Context: an optimization exercise on an open-source flow, tuned for small area and few clock cycles. The choices shown serve that exercise and are no tape-out recipe. Where RTL was checked, it was by simulation tests only, not by an equivalence proof against the original.

## alu
module alu #(
	parameter INST_W = 4,
	parameter INT_W  = 6,
	parameter FRAC_W = 10,
	parameter DATA_W = INT_W + FRAC_W
)(
	input                      i_clk,
	input                      i_rst_n,
	input                      i_in_valid,
	output                     o_busy,
	input         [INST_W-1:0] i_inst,
	input  signed [DATA_W-1:0] i_data_a,
	input  signed [DATA_W-1:0] i_data_b,
	output                     o_out_valid,
	output        [DATA_W-1:0] o_data
);
make LEC_CHECK=0 ABC_AREA=1 CAP_MARGIN=20 CORE_MARGIN=2 CORE_UTILIZATION=45 CTS_BUF_LIST=sky130_fd_sc_hd__clkbuf_8 CTS_CLUSTER_DIAMETER=60 CTS_CLUSTER_SIZE=16 GPL_TIMING_DRIVEN=0 SLEW_MARGIN=20 finish   # period 10.0 ns
run.sh (not shown) runs the stock make flow with config.mk's settings and CLKGATE_MAP_FILE= SYNTH_SCRIPT=/design/flow/synth_recipe.tcl, a recipe that flattens the netlist after the stock synthesis.
Next try:
ABC_AREA = not set   (was 1)
CAP_MARGIN = 0   (was 20)
CTS_BUF_LIST = sky130_fd_sc_hd__clkbuf_4   (was sky130_fd_sc_hd__clkbuf_8)
CTS_CLUSTER_DIAMETER = not set   (was 60)
CTS_CLUSTER_SIZE = not set   (was 16)
GPL_TIMING_DRIVEN = not set   (was 0)
SLEW_MARGIN = 0   (was 20)
After rerunning:
- via count increases by 1.2%
- design area increases by 6.6%
- setup slack improves by 0.090 ns
Next try:
ABC_AREA = 1   (was not set)
The new run completed with no timing, DRC or antenna violations.
Core utilization went down by 2.9 points.
Cell count went up by a little under a tenth.
Non-clock buffer count went down by 183.
Cell area went down by a few percent.
Setup slack gets better by 0.67 ns.
No run of this note included a check of the RTL's function; only the layout flow was run.

alpha:
alu, a different RTL version from the one above (not shown whole).
Size: about 2500 cells after synthesis, ~24000 µm² of cells after synthesis.
Design alu, start of the top module:
module alu #(
	parameter INST_W = 4,
	parameter INT_W  = 6,
	parameter FRAC_W = 10,
	parameter DATA_W = INT_W + FRAC_W
)(
	input                      i_clk,
	input                      i_rst_n,
	input                      i_in_valid,
	output                     o_busy,
	input         [INST_W-1:0] i_inst,
	input  signed [DATA_W-1:0] i_data_a,
	input  signed [DATA_W-1:0] i_data_b,
	output                     o_out_valid,
	output        [DATA_W-1:0] o_data
);
==> flow/config.mk <==
export PLATFORM = sky130hd
export DESIGN_NAME = alu
export DESIGN_NICKNAME = alu
export VERILOG_FILES = /design/flow/design.v
export SDC_FILE = /design/flow/constraint.sdc
export NUM_CORES = 4
export LEC_CHECK = 0
export ABC_AREA = 1
export CAP_MARGIN = 20
export CORE_MARGIN = 2
export CORE_UTILIZATION = 65
export CTS_BUF_LIST = sky130_fd_sc_hd__clkbuf_8
export CTS_CLUSTER_DIAMETER = 60
export CTS_CLUSTER_SIZE = 16
export GPL_TIMING_DRIVEN = 0
export SLEW_MARGIN = 20
==> flow/constraint.sdc <==
create_clock -name core_clock -period 10.0 [get_ports {i_clk}]
set_input_delay 2.0000 -clock core_clock [delete_from_list [all_inputs] [get_ports {i_clk}]]
set_output_delay 2.0000 -clock core_clock [all_outputs]
set_load 0.01 [all_outputs]
standard.sh (not shown) runs the stock make flow with config.mk's settings and CLKGATE_MAP_FILE= SYNTH_SCRIPT=/design/flow/synth_recipe.tcl, a recipe that flattens the netlist after the stock synthesis.
==> flow/flow/run.sh <==
#!/bin/bash
# Own layout flow: the standard synthesis, then inverters around full
# adders are removed (fixinv.py flips adders, which are self-dual; if it
# fails, the standard netlist is kept), then the standard layout with
# smaller port buffers (buf_2).
# Each step writes its full output to its own log in the work folder.
set -euo pipefail
cd "$(dirname "$0")/.."
W=$(pwd)
R=$W/orfs/results/${FLOW_PLATFORM:-sky130hd}/alu/base
bash standard.sh synth > synth.log 2>&1
cp "$R/1_2_yosys.v" "$W/1_2_yosys_standard.v"
if python3 flow/fixinv.py "$W/1_2_yosys_standard.v" "$W/1_2_yosys_fixinv.v" > fixinv.log 2>&1; then
  cp "$W/1_2_yosys_fixinv.v" "$R/1_2_yosys.v"
  rm -f "$R/1_synth.odb" "$R/1_synth.sdc"
fi
bash standard.sh "BUFFER_PORTS_ARGS=-buffer_cell sky130_fd_sc_hd__buf_2" finish > layout.log 2>&1
==> flow/flow/fixinv.py <==
#!/usr/bin/env python3
"""Remove inverters around full adders in a Yosys gate netlist.
A full adder is self-dual: FA(~a,~b,~c) = (~sum, ~cout). Flipping an adder
(complementing its three inputs and both outputs) keeps the function; this
greedily flips adders where that lowers the number of inverters.
usage: fixinv.py in.v out.v"""
import re, sys

INV_RE = re.compile(r"sky130_fd_sc_hd__(inv|clkinv)_\d+$")
FA_RE = re.compile(r"sky130_fd_sc_hd__fa_\d+$")

def parse(path):
    text = open(path).read()
    lines = text.split("\n")
    head, cells, tail = [], [], []
    i = 0
    ports = set()
    # header: until first cell instance
    cell_start = re.compile(r"^  (sky130_fd_sc_hd__\w+) (\S+)\s+\($")
    while i < len(lines) and not cell_start.match(lines[i]):
        head.append(lines[i])
        m = re.match(r"^\s*(input|output)\s+(\[\d+:\d+\]\s+)?(\S+);", lines[i])
        if m:
            ports.add(m.group(3))
        i += 1
    while i < len(lines):
        m = cell_start.match(lines[i])
        if not m:
            break
        typ, name = m.group(1), m.group(2)
        pins = []
        i += 1
        while lines[i].strip() != ");":
            pm = re.match(r"^\s*\.(\w+)\((.*)\),?$", lines[i])
            assert pm, lines[i]
            pins.append([pm.group(1), pm.group(2)])
            i += 1
        i += 1
        cells.append([typ, name, pins])
    tail = lines[i:]
    if any("sky130_fd_sc_hd__" in l for l in tail):
        raise SystemExit("fixinv: could not parse every cell")
    return head, cells, tail, ports

def is_port_net(net, ports):
    base = net.split("[")[0].strip()
    return base in ports

OUTPINS = ("X", "Y", "Q", "Q_N", "SUM", "COUT", "HI", "LO")

class Net:
    pass

def run(inp, outp):
    head, cells, tail, ports = parse(inp)
    C = {c[1]: c for c in cells}
    order = [c[1] for c in cells]
    newnets = []
    cnt = [0]

    def index():
        drv, loads = {}, {}
        for n in order:
            typ, name, pins = C[n]
            for p, net in pins:
                if p in OUTPINS:
                    drv[net] = (name, p)
                else:
                    loads.setdefault(net, []).append((name, p))
        return drv, loads

    def pin(cell, p):
        for q in cell[2]:
            if q[0] == p:
                return q
        raise KeyError(p)

    def newnet():
        cnt[0] += 1
        nm = f"_fixinv_n{cnt[0]}_"
        newnets.append(nm)
        return nm

    def newinv(a, y):
        cnt[0] += 1
        nm = f"_fixinv_c{cnt[0]}_"
        C[nm] = ["sky130_fd_sc_hd__inv_1", nm, [["A", a], ["Y", y]]]
        order.append(nm)

    def ninv():
        return sum(1 for n in order if INV_RE.match(C[n][0]))

    def flip(fname):
        drv, loads = index()
        fa = C[fname]
        # inputs
        for p in ("A", "B", "CIN"):
            q = pin(fa, p)
            n = q[1]
            d = drv.get(n)
            if d and INV_RE.match(C[d[0]][0]):
                q[1] = pin(C[d[0]], "A")[1]
            else:
                ex = [l for l in loads.get(n, []) if INV_RE.match(C[l[0]][0])]
                if ex:
                    q[1] = pin(C[ex[0][0]], "Y")[1]
                else:
                    y = newnet()
                    newinv(n, y)
                    q[1] = y
        # outputs
        for p in ("SUM", "COUT"):
            q = pin(fa, p)
            old = q[1]
            nn = newnet()
            q[1] = nn
            need_inv = is_port_net(old, ports)
            for (ln, lp) in loads.get(old, []):
                if ln == fname:
                    need_inv = True
                    continue
                lc = C[ln]
                if INV_RE.match(lc[0]) and not is_port_net(pin(lc, "Y")[1], ports):
                    y = pin(lc, "Y")[1]
                    # every use of y becomes nn
                    for m in order:
                        for pp in C[m][2]:
                            if pp[1] == y and pp[0] not in OUTPINS:
                                pp[1] = nn
                    order.remove(ln); del C[ln]
                else:
                    need_inv = True
            if need_inv:
                newinv(nn, old)
        # drop dead inverters
        changed = True
        while changed:
            changed = False
            drv, loads = index()
            for m in list(order):
                if INV_RE.match(C[m][0]):
                    y = pin(C[m], "Y")[1]
                    if not loads.get(y) and not is_port_net(y, ports):
                        order.remove(m); del C[m]; changed = True

    import copy
    fas = [n for n in order if FA_RE.match(C[n][0])]
    base = ninv()
    start = base
    for it in range(4):
        improved = False
        for f in fas:
            snap = (copy.deepcopy(C), list(order), list(newnets), cnt[0])
            flip(f)
            now = ninv()
            if now < base:
                base = now; improved = True
            else:
                C.clear(); C.update(snap[0]); order[:] = snap[1]; newnets[:] = snap[2]; cnt[0] = snap[3]
        if not improved:
            break
    sys.stderr.write(f"fixinv: inverters {start} -> {base}\n")
    # every net with a load must have a driver or be a port
    drv, loads = index()
    for net in loads:
        if net not in drv and not is_port_net(net, ports) and not net.startswith("1'"):
            raise SystemExit(f"fixinv: net {net} lost its driver")
    # write
    out = []
    for l in head:
        out.append(l)
    # declare new nets before cells (after last wire line in head)
    used = set()
    for n in order:
        for p, net in C[n][2]:
            used.add(net)
    decl = [f"  wire {n};" for n in newnets if n in used]
    out = out[:-1] + decl + out[-1:] if out and out[-1].strip() == "" else out + decl
    for n in order:
        typ, name, pins = C[n]
        out.append(f"  {typ} {name} (")
        out.append(",\n".join(f"    .{p}({net})" for p, net in pins))
        out.append("  );")
    out.extend(tail)
    open(outp, "w").write("\n".join(out))

if __name__ == "__main__":
    run(sys.argv[1], sys.argv[2])
Testbench counts of alpha, summed over its fixed seeds: cycles 8,008.
Input-level comparison between beta and alpha:
--- a/flow/config.mk
+++ b/flow/config.mk
@@ -9,5 +9,5 @@
 export CAP_MARGIN = 20
 export CORE_MARGIN = 2
-export CORE_UTILIZATION = 65
+export CORE_UTILIZATION = 45
 export CTS_BUF_LIST = sky130_fd_sc_hd__clkbuf_8
 export CTS_CLUSTER_DIAMETER = 60
==> notes.md <==
The period utilization of beta falls short of that of alpha by 0.44 points. alpha → beta: required time at the worst-slack endpoint rose by 0.04 ns. Summary — via count, beta relative to alpha: lower, by 446. Compared with alpha, beta shows a higher count of clock-buffer cells in the layout. Every run (alpha and beta) finished clean. [beta] aggregate global-route resource usage fell 10 points relative to alpha.
Edits applied to the flow inputs when going from beta to gamma:
--- a/flow/flow/run.sh
+++ b/flow/flow/run.sh
@@ -3,5 +3,5 @@
 # adders are removed (fixinv.py flips adders, which are self-dual; if it
 # fails, the standard netlist is kept), then the standard layout with
-# smaller port buffers (buf_2).
+# smaller port buffers (buf_2) and a clock tree without dummy loads.
 # Each step writes its full output to its own log in the work folder.
 set -euo pipefail
@@ -15,3 +15,5 @@
   rm -f "$R/1_synth.odb" "$R/1_synth.sdc"
 fi
-bash standard.sh "BUFFER_PORTS_ARGS=-buffer_cell sky130_fd_sc_hd__buf_2" finish > layout.log 2>&1
+# clock tree as config.mk sets it, without dummy loads
+CTS="-sink_clustering_enable -repair_clock_nets -buf_list sky130_fd_sc_hd__clkbuf_8 -sink_clustering_size 16 -sink_clustering_max_diameter 60 -dont_use_dummy_load"
+bash standard.sh "BUFFER_PORTS_ARGS=-buffer_cell sky130_fd_sc_hd__buf_2" "CTS_ARGS=$CTS" finish > layout.log 2>&1
--- a/flow/flow/fixinv.py
+++ b/flow/flow/fixinv.py
@@ -160,5 +160,41 @@
         if not improved:
             break
-    sys.stderr.write(f"fixinv: inverters {start} -> {base}\n")
+    # absorb inverters into xor2 / xnor2 (xor2 with one input or its
+    # output complemented is xnor2, and the other way round)
+    XO = {"sky130_fd_sc_hd__xor2_1": ("sky130_fd_sc_hd__xnor2_1", "X", "Y"),
+          "sky130_fd_sc_hd__xnor2_1": ("sky130_fd_sc_hd__xor2_1", "Y", "X")}
+    def swap_xor(x):
+        nt, op, np_ = XO[C[x][0]]
+        C[x][0] = nt
+        pin(C[x], op)[0] = np_
+    changed = True
+    while changed:
+        changed = False
+        drv, loads = index()
+        for m in list(order):
+            if m not in C or not INV_RE.match(C[m][0]):
+                continue
+            a = pin(C[m], "A")[1]; y = pin(C[m], "Y")[1]
+            d = drv.get(a)
+            if (d and C[d[0]][0] in XO and len(loads.get(a, [])) == 1
+                    and not is_port_net(a, ports)):
+                x = d[0]
+                swap_xor(x)
+                out = XO[C[x][0]][1] if False else None
+                for q in C[x][2]:
+                    if q[0] in ("X", "Y"):
+                        q[1] = y
+                order.remove(m); del C[m]
+                changed = True
+                break
+            ls = loads.get(y, [])
+            if (len(ls) == 1 and C[ls[0][0]][0] in XO and not is_port_net(y, ports)):
+                x, p = ls[0]
+                swap_xor(x)
+                pin(C[x], p)[1] = a
+                order.remove(m); del C[m]
+                changed = True
+                break
+    sys.stderr.write(f"fixinv: inverters {start} -> {base} -> {ninv()} after xor absorption\n")
     # every net with a load must have a driver or be a port
     drv, loads = index()
--- a/flow/config.mk
+++ b/flow/config.mk
@@ -9,5 +9,5 @@
 export CAP_MARGIN = 20
 export CORE_MARGIN = 2
-export CORE_UTILIZATION = 45
+export CORE_UTILIZATION = 65
 export CTS_BUF_LIST = sky130_fd_sc_hd__clkbuf_8
 export CTS_CLUSTER_DIAMETER = 60
==> notes.md <==
Critical path data arrival time in gamma is 0.06 ns below beta.
gamma vs beta on number of vias per cell after detailed routing: gamma is the higher one.
[compare] base=beta new=gamma: setup slack up 0.021 ns, hold slack lost 0.014 ns.
Looking at routability congestion estimate from global placement, gamma sits 7.9% above beta.
Setup changes, gamma to delta
==> flow/flow/run.sh <==
#!/bin/bash
# Own layout flow: the standard synthesis, then inverters around full
# adders are removed (fixinv.py flips adders, which are self-dual; if it
# fails, the standard netlist is kept), then the standard layout with
# smaller port buffers (buf_2).
# Each step writes its full output to its own log in the work folder.
set -euo pipefail
cd "$(dirname "$0")/.."
W=$(pwd)
R=$W/orfs/results/${FLOW_PLATFORM:-sky130hd}/alu/base
bash standard.sh synth > synth.log 2>&1
cp "$R/1_2_yosys.v" "$W/1_2_yosys_standard.v"
if python3 flow/fixinv.py "$W/1_2_yosys_standard.v" "$W/1_2_yosys_fixinv.v" > fixinv.log 2>&1; then
  cp "$W/1_2_yosys_fixinv.v" "$R/1_2_yosys.v"
  rm -f "$R/1_synth.odb" "$R/1_synth.sdc"
fi
bash standard.sh "BUFFER_PORTS_ARGS=-buffer_cell sky130_fd_sc_hd__buf_2" finish > layout.log 2>&1
--- a/flow/flow/fixinv.py
+++ b/flow/flow/fixinv.py
@@ -160,41 +160,5 @@
         if not improved:
             break
-    # absorb inverters into xor2 / xnor2 (xor2 with one input or its
-    # output complemented is xnor2, and the other way round)
-    XO = {"sky130_fd_sc_hd__xor2_1": ("sky130_fd_sc_hd__xnor2_1", "X", "Y"),
-          "sky130_fd_sc_hd__xnor2_1": ("sky130_fd_sc_hd__xor2_1", "Y", "X")}
-    def swap_xor(x):
-        nt, op, np_ = XO[C[x][0]]
-        C[x][0] = nt
-        pin(C[x], op)[0] = np_
-    changed = True
-    while changed:
-        changed = False
-        drv, loads = index()
-        for m in list(order):
-            if m not in C or not INV_RE.match(C[m][0]):
-                continue
-            a = pin(C[m], "A")[1]; y = pin(C[m], "Y")[1]
-            d = drv.get(a)
-            if (d and C[d[0]][0] in XO and len(loads.get(a, [])) == 1
-                    and not is_port_net(a, ports)):
-                x = d[0]
-                swap_xor(x)
-                out = XO[C[x][0]][1] if False else None
-                for q in C[x][2]:
-                    if q[0] in ("X", "Y"):
-                        q[1] = y
-                order.remove(m); del C[m]
-                changed = True
-                break
-            ls = loads.get(y, [])
-            if (len(ls) == 1 and C[ls[0][0]][0] in XO and not is_port_net(y, ports)):
-                x, p = ls[0]
-                swap_xor(x)
-                pin(C[x], p)[1] = a
-                order.remove(m); del C[m]
-                changed = True
-                break
-    sys.stderr.write(f"fixinv: inverters {start} -> {base} -> {ninv()} after xor absorption\n")
+    sys.stderr.write(f"fixinv: inverters {start} -> {base}\n")
     # every net with a load must have a driver or be a port
     drv, loads = index()
--- a/flow/config.mk
+++ b/flow/config.mk
@@ -9,5 +9,5 @@
 export CAP_MARGIN = 20
 export CORE_MARGIN = 2
-export CORE_UTILIZATION = 65
+export CORE_UTILIZATION = 55
 export CTS_BUF_LIST = sky130_fd_sc_hd__clkbuf_8
 export CTS_CLUSTER_DIAMETER = 60
Results
Higher critical path depth goes to gamma over delta.
Relative to gamma, total number of nets in the final design increased by 10 in delta.
Comparing gamma against delta, there is no change at all in hold path depth.
Going from gamma to delta, cell area grew slightly.
Fraction of standard cell area that is sequential, gamma and delta, lower one = delta.
The data required time at the worst endpoint in delta sits 0.04 ns above the value recorded for gamma.

==> re-timing with driven ports <==
Ports are ideal in the flow. The routed layouts listed here were re-timed in OpenROAD.
Step 1 assumes that a clkbuf_16 drives the clock port and a buf_2 every other input.
Step 2, shift: input delay + t, output delay - t, t = (earliest + latest rising clock arrival at the registers) / 2. This alone moves slack from input paths to output paths.
Slacks: ideal / step 1 / step 2; pairs: ideal / step 1.
| run | shift t [ns] | setup WS [ns] | hold WS [ns] | worst data-port slew with drivers (ns) | cell pins on the clock port's net |
|---|---|---|---|---|---|
| the first run of note 1 | 0.691 | 0.252 / 0.275 / -0.416 | 0.466 / 0.466 / 0.466 | 0.14 | 1 |
| the second run of note 1 | 0.858 | 0.343 / 0.363 / -0.495 | 0.459 / 0.459 / 0.459 | 0.10 | 1 |
| the third run of note 1 | 0.859 | 1.014 / 0.945 / 0.087 | 0.479 / 0.479 / 0.479 | 0.15 | 1 |
| alpha | 0.639 | 0.230 / 0.248 / -0.391 | 0.478 / 0.478 / 0.478 | 0.08 | 1 |
| beta | 0.702 | 0.275 / 0.308 / -0.394 | 0.478 / 0.478 / 0.478 | 0.08 | 1 |
| gamma | 0.611 | 0.296 / 0.322 / -0.289 | 0.464 / 0.464 / 0.464 | 0.08 | 1 |
| delta | 0.648 | 0.165 / 0.192 / -0.456 | 0.475 / 0.475 / 0.475 | 0.09 | 1 |
With both steps, setup timing fails in 6 of these runs, where it was met with ideal ports. For the third run of note 1, which loses most, drivers alone change the setup slack by -0.069 ns; drivers and shift together by -0.927 ns.
